This is an optimization exercise on Yosys and OpenROAD, whose aim is small area, a short achievable clock period and few clock cycles per item, not a production implementation.
RTL that was checked went through simulation tests only; none was proved equivalent to the original.

## job 1681
## fbindct_8bit
module fbindct_8bit #(
  parameter IN_WIDTH = 8,
  parameter INT_BITS = 6,
  parameter FRAC_BITS = 6,
  parameter INTER_WIDTH = IN_WIDTH + INT_BITS + FRAC_BITS,
  parameter OUT_WIDTH = 20
)(
  input                                        clk,
  input                                        rst,
  input signed [8*IN_WIDTH-1:0]                x_in,
  input                                        ready_in,
  input                                        load,
  output                                       valid_out,
  output signed [8*OUT_WIDTH-1:0]              y_out
);
  wire signed [7:0] x0 = x_in[ 7: 0];
  wire signed [7:0] x1 = x_in[15: 8];
  wire signed [7:0] x2 = x_in[23:16];
  wire signed [7:0] x3 = x_in[31:24];
  wire signed [7:0] x4 = x_in[39:32];
  wire signed [7:0] x5 = x_in[47:40];
  wire signed [7:0] x6 = x_in[55:48];
  wire signed [7:0] x7 = x_in[63:56];
  reg vld;
  always @(posedge clk) begin
    if (rst)
      vld <= 1'b0;
    else if (load)
      vld <= 1'b1;
    else if (ready_in)
      vld <= 1'b0;
  end
  assign valid_out = vld;
  wire [8:0] n0_a = {{1{x0[7]}}, x0};
  wire [8:0] n0_b = {{1{x7[7]}}, x7};
  wire [8:0] n0_p = n0_a ^ n0_b;
  wire [8:0] n0_g = n0_a & n0_b;
  wire n0_G1 = n0_g[1] | (n0_p[1] & n0_g[0]);
  wire n0_P1 = n0_p[1] & n0_p[0];
  wire n0_G2 = n0_g[3] | (n0_p[3] & n0_g[2]);
  wire n0_P2 = n0_p[3] & n0_p[2];
  wire n0_G3 = n0_g[5] | (n0_p[5] & n0_g[4]);
  wire n0_P3 = n0_p[5] & n0_p[4];
  wire n0_G4 = n0_g[7] | (n0_p[7] & n0_g[6]);
  wire n0_P4 = n0_p[7] & n0_p[6];
  wire n0_G5 = n0_G2 | (n0_P2 & n0_G1);
  wire n0_P5 = n0_P2 & n0_P1;
  wire n0_G6 = n0_G4 | (n0_P4 & n0_G3);
  ...
==> flow/config.mk <==
export PLATFORM = sky130hd
export DESIGN_NAME = fbindct_8bit
export DESIGN_NICKNAME = fbindct_8bit
export VERILOG_FILES = /design/flow/design.v
export SDC_FILE = /design/flow/constraint.sdc
export NUM_CORES = 4
export LEC_CHECK = 0
export CAP_MARGIN = 20
export CORE_MARGIN = 2
export CORE_UTILIZATION = 40
export SETUP_SLACK_MARGIN = 4.2
export SLEW_MARGIN = 20
export SYNTH_HIERARCHICAL = 1
==> flow/constraint.sdc <==
create_clock -name core_clock -period 10.0 [get_ports {clk}]
set_input_delay 2.0000 -clock core_clock [delete_from_list [all_inputs] [get_ports {clk}]]
set_output_delay 2.0000 -clock core_clock [all_outputs]
set_load 0.01 [all_outputs]
standard.sh (not shown) runs the stock make flow with config.mk's settings and CLKGATE_MAP_FILE= SYNTH_SCRIPT=/design/flow/synth_recipe.tcl, a recipe that flattens the netlist after the stock synthesis.
==> flow/flow/run.sh <==
#!/bin/bash
# The standard layout, with plain buf_1 cells as the port buffers instead of the
# delay buffers buffer_ports picks by default. Every port still gets its buffer.
set -euo pipefail
bash standard.sh "BUFFER_PORTS_ARGS=-buffer_cell sky130_fd_sc_hd__buf_1" finish > standard_flow.log 2>&1
What job 3299 does differently from job 1681 at the input level:
- a deleted SETUP_SLACK_MARGIN that had been 4.2
Against job 1681, via count of the first global-routing pass in job 3299 fell by a few percent.
STATUS final non-filler cell area: job 3299 wins against job 1681
Modified inputs, job 8479 compared to job 3299
- ABC_AREA now 1, previously not set
[summary]
- Each of the runs, namely job 3299 and job 8479, reached the end of the flow and came out clean.
- Area growth from synthesis to layout (higher): job 3299
- Job 8479 vs. job 3299: full die area went up by 2.3%.
No run of this note included a check of the RTL's function; only the layout flow was run.

---

fbindct_8bit, a different RTL version from the one above (not shown whole).
Size: about 1600 cells after synthesis, ~69 flip-flops, ~230 I/O pins, ~0.016 mm^2 of cells after synthesis.
clock: 10.0 ns
lec_check: 0
cap_margin: 20
core_margin: 2
core_utilization: 40
slew_margin: 20
synth_hierarchical: 1
run.sh (not shown) runs the stock make flow with config.mk's settings and CLKGATE_MAP_FILE= SYNTH_SCRIPT=/design/flow/synth_recipe.tcl, a recipe that flattens the netlist after the stock synthesis.
Stock flow here: none of the scripts above is used.
Then changed:
==> flow/flow/run.sh (new file) <==
#!/bin/bash
# The standard layout, with plain buf_1 cells as the port buffers instead of the
# delay buffers buffer_ports picks by default. Every port still gets its buffer.
set -euo pipefail
bash standard.sh "BUFFER_PORTS_ARGS=-buffer_cell sky130_fd_sc_hd__buf_1" finish > standard_flow.log 2>&1
==> flow/standard.sh (new file) <==
#!/bin/bash
# synth_recipe.tcl (not shown) runs the flow's synth.tcl, then flattens the netlist and writes it again
# the make line also repeats each setting of config.mk as NAME=value (left out here)
make -C /OpenROAD-flow-scripts/flow DESIGN_CONFIG=/design/flow/config.mk WORK_HOME=/design/flow/orfs CLKGATE_MAP_FILE= SYNTH_SCRIPT=/design/flow/synth_recipe.tcl "${@:-finish}"
removed: flow/run.sh
After rerunning:
- die area does not change
- global-route usage hardly moves
- design area went down by a little under a tenth
- synthesized area does not change
- final cell count is unchanged
- worst setup slack gains 0.31 ns
Function was not checked in any run of this note: the RTL went through the layout flow alone.

---

fbindct_8bit, a different RTL version from the one above (not shown whole).
For scale: roughly 1,100 cells after synthesis, ~80 flip-flops, roughly 12,000 um2 of cells after synthesis.
clock: 10.0 ns
lec_check: 0
abc_area: 1
cap_margin: 20
core_margin: 2
core_utilization: 40
cts_buf_list: sky130_fd_sc_hd__clkbuf_4 sky130_fd_sc_hd__clkbuf_8
slew_margin: 20
synth_hierarchical: 1
standard.sh (not shown) runs the stock make flow with config.mk's settings and CLKGATE_MAP_FILE= SYNTH_SCRIPT=/design/flow/synth_recipe.tcl, a recipe that flattens the netlist after the stock synthesis.
==> flow/flow/run.sh <==
#!/bin/bash
# The standard layout, with plain buf_1 cells as the port buffers instead of the
# delay buffers buffer_ports picks by default. Every port still gets its buffer.
set -euo pipefail
bash standard.sh "BUFFER_PORTS_ARGS=-buffer_cell sky130_fd_sc_hd__buf_1" finish > standard_flow.log 2>&1
The first run completed without violations.
Testbench counts at the start, summed over its fixed seeds: cycles 4,096, rows 2,048.
Edit:
CORE_UTILIZATION = 60   (was 40)
PLACE_DENSITY = 0.75   (was default)
SETUP_SLACK_MARGIN = 4.0   (was default)
Result:
- clock-buffer cell count increases by 1
- worst setup slack improves by 0.27 ns
- die area decreases by 33%
- fmax increases by 4.5%

---

Setup of run A:
Another version of the RTL of fbindct_8bit (not shown whole).
Size: roughly 1400 cells after synthesis, ~230 I/O pins, ~0.014 sq mm of cells after synthesis.
Settings: LEC_CHECK=0, ABC_AREA=1, CAP_MARGIN=20, CORE_MARGIN=2, CORE_UTILIZATION=40, CTS_BUF_LIST=sky130_fd_sc_hd__clkbuf_4 sky130_fd_sc_hd__clkbuf_8, SLEW_MARGIN=20, SYNTH_HIERARCHICAL=1; clock period 10.0 ns.
Scripts as last shown in full above: flow/flow/run.sh
Testbench counts of run A, summed over its fixed seeds: cycles 4,096, rows 2,048.
Setup changes, run A to run B
# run A
export LEC_CHECK = 0
export ABC_AREA = 1
export CAP_MARGIN = 20
export CORE_MARGIN = 2
export CORE_UTILIZATION = 40
export CTS_BUF_LIST = sky130_fd_sc_hd__clkbuf_4 sky130_fd_sc_hd__clkbuf_8
export SLEW_MARGIN = 20
export SYNTH_HIERARCHICAL = 1
create_clock -name core_clock -period 10.0 [get_ports {clk}]
# run B
export LEC_CHECK = 0
export CAP_MARGIN = 20
export CORE_MARGIN = 2
export CORE_UTILIZATION = 65
export PLACE_DENSITY = 0.8
export SLEW_MARGIN = 20
export SYNTH_HIERARCHICAL = 1
create_clock -name core_clock -period 10.0 [get_ports {clk}]
Fraction of met3 tracks used by global routing on run B is up relative to run A.
When run B is measured against run A, its number of standard cells after synthesis turns out 117 lower.
Fraction of the cycle the final worst path needs in run B is 2.6 points higher than in run A
Delta (run B minus run A): wire length has decreased.
Of the two values seen for first element of the critical path, c3h[2]$_DFFE_PP_ was produced by run A and u_n[4]$_DFFE_PP_ by run B.
Setup changes, run B to run C
# run B
export LEC_CHECK = 0
export CAP_MARGIN = 20
export CORE_MARGIN = 2
export CORE_UTILIZATION = 65
export PLACE_DENSITY = 0.8
export SLEW_MARGIN = 20
export SYNTH_HIERARCHICAL = 1
create_clock -name core_clock -period 10.0 [get_ports {clk}]
# run C
export LEC_CHECK = 0
export ABC_AREA = 1
export CAP_MARGIN = 20
export CORE_MARGIN = 2
export CORE_UTILIZATION = 40
export SLEW_MARGIN = 20
export SYNTH_HIERARCHICAL = 1
create_clock -name core_clock -period 10.0 [get_ports {clk}]
Notes after the runs:
Run C against run B; number of inserted filler cells in the final layout is up by more than 100%.
y_out[115] as the capture point of the critical path was reported by run B, and y_out[55] by run C.
The die of run C is larger than the one used in run B.
Run B vs run C, timing startpoint of the critical path: u_n[4]$_DFFE_PP_ vs c3h[2]$_DFFE_PP_
In run C, the final setup slack of the worst path came out 0.30 ns above the value in run B.
Summary of run C over run B: portion of the clock cycle consumed by the worst path in the final layout now smaller.
Relative to run B, the number of global-route vias before repair of run C is higher by 5.2%.
## Diff of input files: run D against run C
# run C
export LEC_CHECK = 0
export ABC_AREA = 1
export CAP_MARGIN = 20
export CORE_MARGIN = 2
export CORE_UTILIZATION = 40
export SLEW_MARGIN = 20
export SYNTH_HIERARCHICAL = 1
create_clock -name core_clock -period 10.0 [get_ports {clk}]
# run D
export LEC_CHECK = 0
export CAP_MARGIN = 20
export CORE_MARGIN = 2
export CORE_UTILIZATION = 40
export SLEW_MARGIN = 20
export SYNTH_HIERARCHICAL = 1
create_clock -name core_clock -period 10.0 [get_ports {clk}]
- Re final area: run D and run C aren't equal, and the higher value belongs to run C.
- In the reports for run D and run C, the smaller number of clock buffers in the layout belongs to run D.
- Worst setup path startpoint = u_n[4]$_DFFE_PP_: run D; worst setup path startpoint = c3h[2]$_DFFE_PP_: run C
- Going from run C to run D, total half-perimeter wirelength after legalization and detailed placement now smaller, routed length on met2 shrank by about 4.7%.
- Wire length per cell after detailed routing in run D is about 1.3% below run C.
- | signed area change from the synthesized netlist to the final layout | run D vs run C | 0.92 points higher |

==> what the ideal ports hide <==
No port has a modelled driver above. Below, the same layouts with a new extraction and two added sets of constraints. Step 1: set_driving_cell puts a clkbuf_16 on clk and a buf_2 on each other input, an assumption about the parent block. Step 2 also shifts input and output timing later by t, the mid clock arrival at the registers, as if the neighbouring blocks saw the same clock. a / b / c = no drivers / after step 1 / after step 2; a / b = the first two.
| run | t, ns | setup WS [ns] | worst slew at a driven data input, ns | cell pins on the clock port's net |
|---|---|---|---|---|
| job 1681 | 0.384 | 3.968 / 3.924 / 4.229 | 0.09 | 1 |
| job 3299 | 0.385 | 3.672 / 3.627 / 4.012 | 0.08 | 1 |
| job 8479 | 0.382 | 3.962 / 3.917 / 4.239 | 0.08 | 1 |
| the first run of note 2 | 0.366 | 2.304 / 2.263 / 2.629 | 0.10 | 1 |
| the second run of note 2 | 0.367 | 2.619 / 2.579 / 2.946 | 0.09 | 1 |
| the first run of note 3 | 0.406 | 3.784 / 3.746 / 3.652 | 0.10 | 1 |
| the second run of note 3 | 0.399 | 4.053 / 4.020 / 3.742 | 0.07 | 1 |
| run A | 0.411 | 3.899 / 3.857 / 3.798 | 0.09 | 1 |
| run B | 0.383 | 3.641 / 3.599 / 3.397 | 0.07 | 1 |
| run C | 0.389 | 3.942 / 3.896 / 3.826 | 0.09 | 1 |
| run D | 0.391 | 3.672 / 3.626 / 3.421 | 0.12 | 1 |
After both steps setup and hold are still met in every run listed. The setup slack of the second run of note 3, which loses most, moves by -0.033 ns with the drivers and by -0.311 ns with both steps.
